This is an optimization exercise on Yosys and OpenROAD, whose aim is small area, not a production implementation. Function was checked by simulation only, so behaviour that the tests miss may differ from the original. Power is estimated from default activity; no workload was simulated.

ember:
==> flow/design.v (excerpt) <==
module clock_project_top (
        input CLK100MHZ,
        input por_n,
        input btn_rst, btn_set, btn_alm, btn_ent, btn_ret, btn_bstep,
        input [5:0] SW,
        input  rx,
        output tx,
        output reg [7:0] a_to_g,
        output reg [7:0] an,
        output reg [5:0] LED,
        output [2:0] I_RGB_LED, II_RGB_LED
    );
Settings: LEC_CHECK=0, CAP_MARGIN=0, CORE_MARGIN=2, CORE_UTILIZATION=40, SLEW_MARGIN=0; clock period 20.0 ns.
standard.sh (not shown) runs the stock make flow with config.mk's settings and CLKGATE_MAP_FILE= SYNTH_SCRIPT=/design/flow/synth_recipe.tcl, a recipe that flattens the netlist after the stock synthesis.
==> flow/flow/run.sh <==
#!/bin/bash
# Own layout flow: the standard flow (standard.sh), except
#  - synthesis maps the logic with an area-oriented ABC script
#    (flow/abc_area.script) and leaves adders to ABC instead of the
#    half/full-adder cell map; registers are made exactly as in the
#    standard synthesis;
#  - port buffers use the smallest buffer cell;
#  - clock tree: larger sink clusters, no dummy loads.
# Each step's full output goes to a log file in this folder (and ORFS's
# own per-step logs under orfs/logs/).
set -euo pipefail
W=$(pwd)

# ORFS scripts folder with the ABC script replaced
mkdir -p "$W/scripts_area"
for f in "$FLOW_HOME"/scripts/*; do
    ln -sf "$f" "$W/scripts_area/"
done
rm -f "$W/scripts_area/abc_area.script" "$W/scripts_area/abc_speed.script"
cp "$W/flow/abc_area.script" "$W/scripts_area/abc_area.script"
cp "$W/flow/abc_area.script" "$W/scripts_area/abc_speed.script"

# synthesis
bash standard.sh SCRIPTS_DIR="$W/scripts_area" ADDER_MAP_FILE= synth > "$W/synth.log" 2>&1

# floorplan to final layout, standard scripts
export BUFFER_PORTS_ARGS="-buffer_cell sky130_fd_sc_hd__buf_1"
export CTS_ARGS="-sink_clustering_enable -repair_clock_nets -dont_use_dummy_load -sink_clustering_size 25 -sink_clustering_max_diameter 100"
bash standard.sh finish > "$W/layout.log" 2>&1
==> flow/flow/abc_area.script <==
strash
&get -n
&fraig -x
&put
scorr
dc2
dretime
strash
&get -n
&deepsyn -T 120
&put
&get -n
&dch -f
&nf -R 1000
&put
strash
&get -n
&dch -f
&nf -R 1000
&put
> inputs changed (ember -> amber)
==> flow/flow/run.sh <==
#!/bin/bash
# Own layout flow: the standard flow (standard.sh), except
#  - synthesis maps the logic with an area-oriented ABC script
#    (flow/abc_area.script: deepsyn, two rounds of &dch/&nf area mapping,
#    then don't-care based area recovery with mfs3) and leaves adders to
#    ABC instead of the half/full-adder cell map; registers are made
#    exactly as in the standard synthesis. Should ABC fail on that
#    script, synthesis is rerun with flow/abc_area_safe.script (the same
#    without mfs3);
#  - port buffers use the smallest buffer cell;
#  - clock tree: larger sink clusters, no dummy loads.
# Each step's full output goes to a log file in this folder (and ORFS's
# own per-step logs under orfs/logs/).
set -euo pipefail
W=$(pwd)

# ORFS scripts folder with the ABC script replaced
mkdir -p "$W/scripts_area"
for f in "$FLOW_HOME"/scripts/*; do
    ln -sf "$f" "$W/scripts_area/"
done
use_abc_script() {
    rm -f "$W/scripts_area/abc_area.script" "$W/scripts_area/abc_speed.script"
    cp "$1" "$W/scripts_area/abc_area.script"
    cp "$1" "$W/scripts_area/abc_speed.script"
}

# synthesis
use_abc_script "$W/flow/abc_area.script"
if ! bash standard.sh SCRIPTS_DIR="$W/scripts_area" ADDER_MAP_FILE= synth > "$W/synth.log" 2>&1; then
    use_abc_script "$W/flow/abc_area_safe.script"
    bash standard.sh SCRIPTS_DIR="$W/scripts_area" ADDER_MAP_FILE= synth > "$W/synth_safe.log" 2>&1
fi

# floorplan to final layout, standard scripts
export BUFFER_PORTS_ARGS="-buffer_cell sky130_fd_sc_hd__buf_1"
export CTS_ARGS="-sink_clustering_enable -repair_clock_nets -dont_use_dummy_load -sink_clustering_size 27 -sink_clustering_max_diameter 90"
bash standard.sh finish > "$W/layout.log" 2>&1
diff --git a/flow/flow/abc_area.script b/flow/flow/abc_area.script
--- a/flow/flow/abc_area.script
+++ b/flow/flow/abc_area.script
@@ -20,0 +21 @@
+mfs3 -a -H 6 -R 2
==> flow/flow/abc_area_safe.script (new file) <==
strash
&get -n
&fraig -x
&put
scorr
dc2
dretime
strash
&get -n
&deepsyn -T 120
&put
&get -n
&dch -f
&nf -R 1000
&put
strash
&get -n
&dch -f
&nf -R 1000
&put
diff --git a/flow/config.mk b/flow/config.mk
--- a/flow/config.mk
+++ b/flow/config.mk
@@ -8 +8 @@
-export CAP_MARGIN = 0
+export CAP_MARGIN = 10
@@ -10,2 +10,3 @@
-export CORE_UTILIZATION = 40
-export SLEW_MARGIN = 0
+export CORE_UTILIZATION = 65
+export PLACE_DENSITY = 0.72
+export SLEW_MARGIN = 10
Results
- ember and amber ended up with roughly the same via count of the first global-routing pass.
- Higher achievable clock frequency goes to amber over ember.
- Summary of amber over ember: die outline width fell by 21%, signed area change from the synthesized netlist to the final layout moved down, sequential share of layout area up 0.39 points.
- Going from ember to amber, slack of the critical path grows by 0.093 ns.
- Filler-free cell count of the finished design, amber vs ember: down by a little under 10%
- Wire length is higher on ember
- ember → amber: total power down 1.9%; reg-to-reg setup timing slack went down 0.94 ns.
Input-level comparison between violet and amber:
diff --git a/flow/flow/run.sh b/flow/flow/run.sh
--- a/flow/flow/run.sh
+++ b/flow/flow/run.sh
@@ -7,3 +7,3 @@
-#    exactly as in the standard synthesis. Should ABC fail on that
-#    script, synthesis is rerun with flow/abc_area_safe.script (the same
-#    without mfs3);
+#    exactly as in the standard synthesis. mfs3 can abort ABC, so should
+#    that happen synthesis is rerun with flow/abc_area_mfs.script (plain
+#    mfs3 -a) and then with flow/abc_area_safe.script (no mfs3);
@@ -26,0 +27,4 @@
+synth_with() {
+    use_abc_script "$W/flow/$1.script"
+    bash standard.sh SCRIPTS_DIR="$W/scripts_area" ADDER_MAP_FILE= synth > "$W/synth_$1.log" 2>&1
+}
@@ -29,5 +33 @@
-use_abc_script "$W/flow/abc_area.script"
-if ! bash standard.sh SCRIPTS_DIR="$W/scripts_area" ADDER_MAP_FILE= synth > "$W/synth.log" 2>&1; then
-    use_abc_script "$W/flow/abc_area_safe.script"
-    bash standard.sh SCRIPTS_DIR="$W/scripts_area" ADDER_MAP_FILE= synth > "$W/synth_safe.log" 2>&1
-fi
+synth_with abc_area || synth_with abc_area_mfs || synth_with abc_area_safe
==> flow/flow/abc_area_mfs.script (new file) <==
strash
&get -n
&fraig -x
&put
scorr
dc2
dretime
strash
&get -n
&deepsyn -T 120
&put
&get -n
&dch -f
&nf -R 1000
&put
strash
&get -n
&dch -f
&nf -R 1000
&put
mfs3 -a
--- outcome ---
- There was hardly any difference in clock network contribution to total cell area between amber and violet.
- Reported for amber and violet, area used by multi-input combinational logic turned out identical to the last digit.
- Re number of clock-tree buffers in the layout: no difference whatsoever between amber and violet.
- Diff amber -> violet: number of synthesized flops with an enable pin held; depth of the worst hold-timing path flat; utilization neither gained nor lost much; number of failing setup endpoints in the final timing report was more or less identical; setup slack ~0 delta.
- Re inserted tap cell count: no difference whatsoever between violet and amber.
#### Input delta (tundra over violet)
==> flow/flow/run.sh <==
#!/bin/bash
# Own layout flow: the standard flow (standard.sh), except
#  - synthesis maps the logic with an area-oriented ABC script
#    (flow/abc_area.script) and leaves adders to ABC instead of the
#    half/full-adder cell map; registers are made exactly as in the
#    standard synthesis;
#  - port buffers use the smallest buffer cell;
#  - clock tree: larger sink clusters, no dummy loads.
# Each step's full output goes to a log file in this folder (and ORFS's
# own per-step logs under orfs/logs/).
set -euo pipefail
W=$(pwd)

# ORFS scripts folder with the ABC script replaced
mkdir -p "$W/scripts_area"
for f in "$FLOW_HOME"/scripts/*; do
    ln -sf "$f" "$W/scripts_area/"
done
rm -f "$W/scripts_area/abc_area.script" "$W/scripts_area/abc_speed.script"
cp "$W/flow/abc_area.script" "$W/scripts_area/abc_area.script"
cp "$W/flow/abc_area.script" "$W/scripts_area/abc_speed.script"

# synthesis
bash standard.sh SCRIPTS_DIR="$W/scripts_area" ADDER_MAP_FILE= synth > "$W/synth.log" 2>&1

# floorplan to final layout, standard scripts
export BUFFER_PORTS_ARGS="-buffer_cell sky130_fd_sc_hd__buf_1"
export CTS_ARGS="-sink_clustering_enable -repair_clock_nets -dont_use_dummy_load -sink_clustering_size 25 -sink_clustering_max_diameter 100"
bash standard.sh finish > "$W/layout.log" 2>&1
diff --git a/flow/flow/abc_area.script b/flow/flow/abc_area.script
--- a/flow/flow/abc_area.script
+++ b/flow/flow/abc_area.script
@@ -21 +20,0 @@
-mfs3 -a -H 6 -R 2
diff --git a/flow/config.mk b/flow/config.mk
--- a/flow/config.mk
+++ b/flow/config.mk
@@ -8 +8 @@
-export CAP_MARGIN = 10
+export CAP_MARGIN = 20
@@ -10,3 +10,2 @@
-export CORE_UTILIZATION = 65
-export PLACE_DENSITY = 0.72
-export SLEW_MARGIN = 10
+export CORE_UTILIZATION = 40
+export SLEW_MARGIN = 20
removed: flow/flow/abc_area_mfs.script
removed: flow/flow/abc_area_safe.script
[summary]
Of the two candidates, violet has the better worst-case setup slack after placement and tundra the worse one. Summary of the comparison: sequential share of the synthesized area is higher in tundra, relative to violet. After detailed routing, violet needs less wire than tundra. In tundra, the tap cell count came out 156 above the value in violet.


Starting RTL as in the previous note.
clock: 20.0 ns
lec_check: 0
cap_margin: 10
core_margin: 2
core_utilization: 65
place_density: 0.72
slew_margin: 10
==> flow/flow/run.sh <==
#!/bin/bash
# Own layout flow: the standard flow (standard.sh), except
#  - synthesis maps the logic with an area-oriented ABC script
#    (flow/abc_area.script) and leaves adders to ABC instead of the
#    half/full-adder cell map; registers are made exactly as in the
#    standard synthesis;
#  - port buffers use the smallest buffer cell;
#  - clock tree: larger sink clusters, no dummy loads.
# Each step's full output goes to a log file in this folder (and ORFS's
# own per-step logs under orfs/logs/).
set -euo pipefail
W=$(pwd)

# ORFS scripts folder with the ABC script replaced
mkdir -p "$W/scripts_area"
for f in "$FLOW_HOME"/scripts/*; do
    ln -sf "$f" "$W/scripts_area/"
done
rm -f "$W/scripts_area/abc_area.script" "$W/scripts_area/abc_speed.script"
cp "$W/flow/abc_area.script" "$W/scripts_area/abc_area.script"
cp "$W/flow/abc_area.script" "$W/scripts_area/abc_speed.script"

# synthesis
bash standard.sh SCRIPTS_DIR="$W/scripts_area" ADDER_MAP_FILE= synth > "$W/synth.log" 2>&1

# floorplan to final layout, standard scripts
export BUFFER_PORTS_ARGS="-buffer_cell sky130_fd_sc_hd__buf_1"
export CTS_ARGS="-sink_clustering_enable -repair_clock_nets -dont_use_dummy_load -sink_clustering_size 27 -sink_clustering_max_diameter 90"
bash standard.sh finish > "$W/layout.log" 2>&1
==> flow/flow/abc_area.script <==
strash
&get -n
&fraig -x
&put
scorr
dc2
dretime
strash
&get -n
&deepsyn -T 120
&put
&get -n
&dch -f
&nf -R 1000
&put
strash
&get -n
&dch -f
&nf -R 1000
&put
Next try:
--- a/flow/flow/run.sh
+++ b/flow/flow/run.sh
@@ -3,5 +3,8 @@
 #  - synthesis maps the logic with an area-oriented ABC script
-#    (flow/abc_area.script) and leaves adders to ABC instead of the
-#    half/full-adder cell map; registers are made exactly as in the
-#    standard synthesis;
+#    (flow/abc_area.script: deepsyn for 4 minutes, two rounds of &dch/&nf area mapping,
+#    then don't-care based area recovery with mfs3) and leaves adders to
+#    ABC instead of the half/full-adder cell map; registers are made
+#    exactly as in the standard synthesis. mfs3 can abort ABC, so should
+#    that happen synthesis is rerun with flow/abc_area_mfs.script (plain
+#    mfs3 -a) and then with flow/abc_area_safe.script (no mfs3);
 #  - port buffers use the smallest buffer cell;
@@ -18,8 +21,14 @@
 done
-rm -f "$W/scripts_area/abc_area.script" "$W/scripts_area/abc_speed.script"
-cp "$W/flow/abc_area.script" "$W/scripts_area/abc_area.script"
-cp "$W/flow/abc_area.script" "$W/scripts_area/abc_speed.script"
+use_abc_script() {
+    rm -f "$W/scripts_area/abc_area.script" "$W/scripts_area/abc_speed.script"
+    cp "$1" "$W/scripts_area/abc_area.script"
+    cp "$1" "$W/scripts_area/abc_speed.script"
+}
+synth_with() {
+    use_abc_script "$W/flow/$1.script"
+    bash standard.sh SCRIPTS_DIR="$W/scripts_area" ADDER_MAP_FILE= synth > "$W/synth_$1.log" 2>&1
+}
 
 # synthesis
-bash standard.sh SCRIPTS_DIR="$W/scripts_area" ADDER_MAP_FILE= synth > "$W/synth.log" 2>&1
+synth_with abc_area || synth_with abc_area_mfs || synth_with abc_area_safe
 
--- a/flow/flow/abc_area.script
+++ b/flow/flow/abc_area.script
@@ -9,3 +9,3 @@
 &get -n
-&deepsyn -T 120
+&deepsyn -T 240
 &put
@@ -20 +20,2 @@
 &put
+mfs3 -a -H 6 -R 2
==> flow/flow/abc_area_mfs.script (new file) <==
strash
&get -n
&fraig -x
&put
scorr
dc2
dretime
strash
&get -n
&deepsyn -T 240
&put
&get -n
&dch -f
&nf -R 1000
&put
strash
&get -n
&dch -f
&nf -R 1000
&put
mfs3 -a
==> flow/flow/abc_area_safe.script (new file) <==
strash
&get -n
&fraig -x
&put
scorr
dc2
dretime
strash
&get -n
&deepsyn -T 240
&put
&get -n
&dch -f
&nf -R 1000
&put
strash
&get -n
&dch -f
&nf -R 1000
&put
Power increases slightly; wire length goes down by a few percent; via count came out lower slightly; clock skew is higher by 0.027 ns; hold slack gets better by 0.024 ns; final area is higher slightly; sequential share of layout area goes down by 0.27 points; global-route usage went down by 2.1 points; sequential cell count does not change; cell count is higher slightly; critical path depth is higher by 2.


Starting RTL as in the previous note.
export LEC_CHECK = 0
export CAP_MARGIN = 10
export CORE_MARGIN = 2
export CORE_UTILIZATION = 40
export SLEW_MARGIN = 10
create_clock -name core_clock -period 20.0 [get_ports {CLK100MHZ}]
==> flow/flow/run.sh <==
#!/bin/bash
# Own layout flow: the standard flow (standard.sh), except
#  - synthesis maps the logic with an area-oriented ABC script
#    (flow/abc_area.script) and leaves adders to ABC instead of the
#    half/full-adder cell map; registers are made exactly as in the
#    standard synthesis;
#  - port buffers use the smallest buffer cell;
#  - clock tree: larger sink clusters, no dummy loads.
# Each step's full output goes to a log file in this folder (and ORFS's
# own per-step logs under orfs/logs/).
set -euo pipefail
W=$(pwd)

# ORFS scripts folder with the ABC script replaced
mkdir -p "$W/scripts_area"
for f in "$FLOW_HOME"/scripts/*; do
    ln -sf "$f" "$W/scripts_area/"
done
rm -f "$W/scripts_area/abc_area.script" "$W/scripts_area/abc_speed.script"
cp "$W/flow/abc_area.script" "$W/scripts_area/abc_area.script"
cp "$W/flow/abc_area.script" "$W/scripts_area/abc_speed.script"

# synthesis
bash standard.sh SCRIPTS_DIR="$W/scripts_area" ADDER_MAP_FILE= synth > "$W/synth.log" 2>&1

# floorplan to final layout, standard scripts
export BUFFER_PORTS_ARGS="-buffer_cell sky130_fd_sc_hd__buf_1"
export CTS_ARGS="-sink_clustering_enable -repair_clock_nets -dont_use_dummy_load -sink_clustering_size 16 -sink_clustering_max_diameter 70 -buf_list sky130_fd_sc_hd__clkbuf_8"
bash standard.sh finish > "$W/layout.log" 2>&1
==> flow/flow/abc_area.script <==
strash
&get -n
&fraig -x
&put
scorr
dc2
dretime
strash
&get -n
&deepsyn -T 120
&put
&get -n
&dch -f
&nf -R 1000
&put
strash
&get -n
&dch -f
&nf -R 1000
&put
Next try:
--- a/flow/flow/run.sh
+++ b/flow/flow/run.sh
@@ -28 +28 @@
-export CTS_ARGS="-sink_clustering_enable -repair_clock_nets -dont_use_dummy_load -sink_clustering_size 16 -sink_clustering_max_diameter 70 -buf_list sky130_fd_sc_hd__clkbuf_8"
+export CTS_ARGS="-sink_clustering_enable -repair_clock_nets -dont_use_dummy_load -sink_clustering_size 30 -sink_clustering_max_diameter 100"
--- a/flow/config.mk
+++ b/flow/config.mk
@@ -10 +10,2 @@
-export CORE_UTILIZATION = 40
+export CORE_UTILIZATION = 65
+export PLACE_DENSITY = 0.72
Outcome: Via count came out higher slightly. Worst hold slack got worse by 0.029 ns. Setup slack gets better by 0.32 ns. Cell count goes down by roughly a tenth. Sequential cell count is unchanged. Routed wire length came out lower by a few percent. Non-clock buffer count went down by 6.

what the ideal ports hide:
How much do the figures lean on ideal ports? The routed layouts below were timed once more, with nothing changed but the port constraints.
Step 1: set_driving_cell puts a clkbuf_16 on CLK100MHZ and a buf_2 on each other input, an assumption about the parent block.
Step 2 times the ports against the registers' clock, not the clock port: input delays grow and output delays shrink by t, the midpoint of the rising clock arrivals with the driver on.
a / b / c = ideal / step 1 / step 2; a / b = the first two.
| run | shift t [ns] | setup slack, ns | hold slack, ns | cell pins on the clock port's net |
|---|---|---|---|---|
| ember | 0.540 | 8.199 / 8.174 / 8.174 | 0.418 / 0.418 / 0.418 | 1 |
| amber | 0.524 | 8.292 / 8.246 / 8.246 | 0.411 / 0.411 / 0.411 | 1 |
| violet | 0.524 | 8.292 / 8.246 / 8.246 | 0.411 / 0.411 / 0.411 | 1 |
| tundra | 0.541 | 8.213 / 8.188 / 8.188 | 0.417 / 0.417 / 0.417 | 1 |
| the first run of note 2 | 0.536 | 8.375 / 8.333 / 8.333 | 0.404 / 0.404 / 0.404 | 1 |
| the second run of note 2 | 0.528 | 8.361 / 8.338 / 8.338 | 0.428 / 0.428 / 0.428 | 1 |
| the first run of note 3 | 0.590 | 8.048 / 8.022 / 8.022 | 0.429 / 0.429 / 0.429 | 1 |
| the second run of note 3 | 0.526 | 8.372 / 8.331 / 8.330 | 0.400 / 0.400 / 0.400 | 1 |
After both steps setup and hold are still met in every run listed.
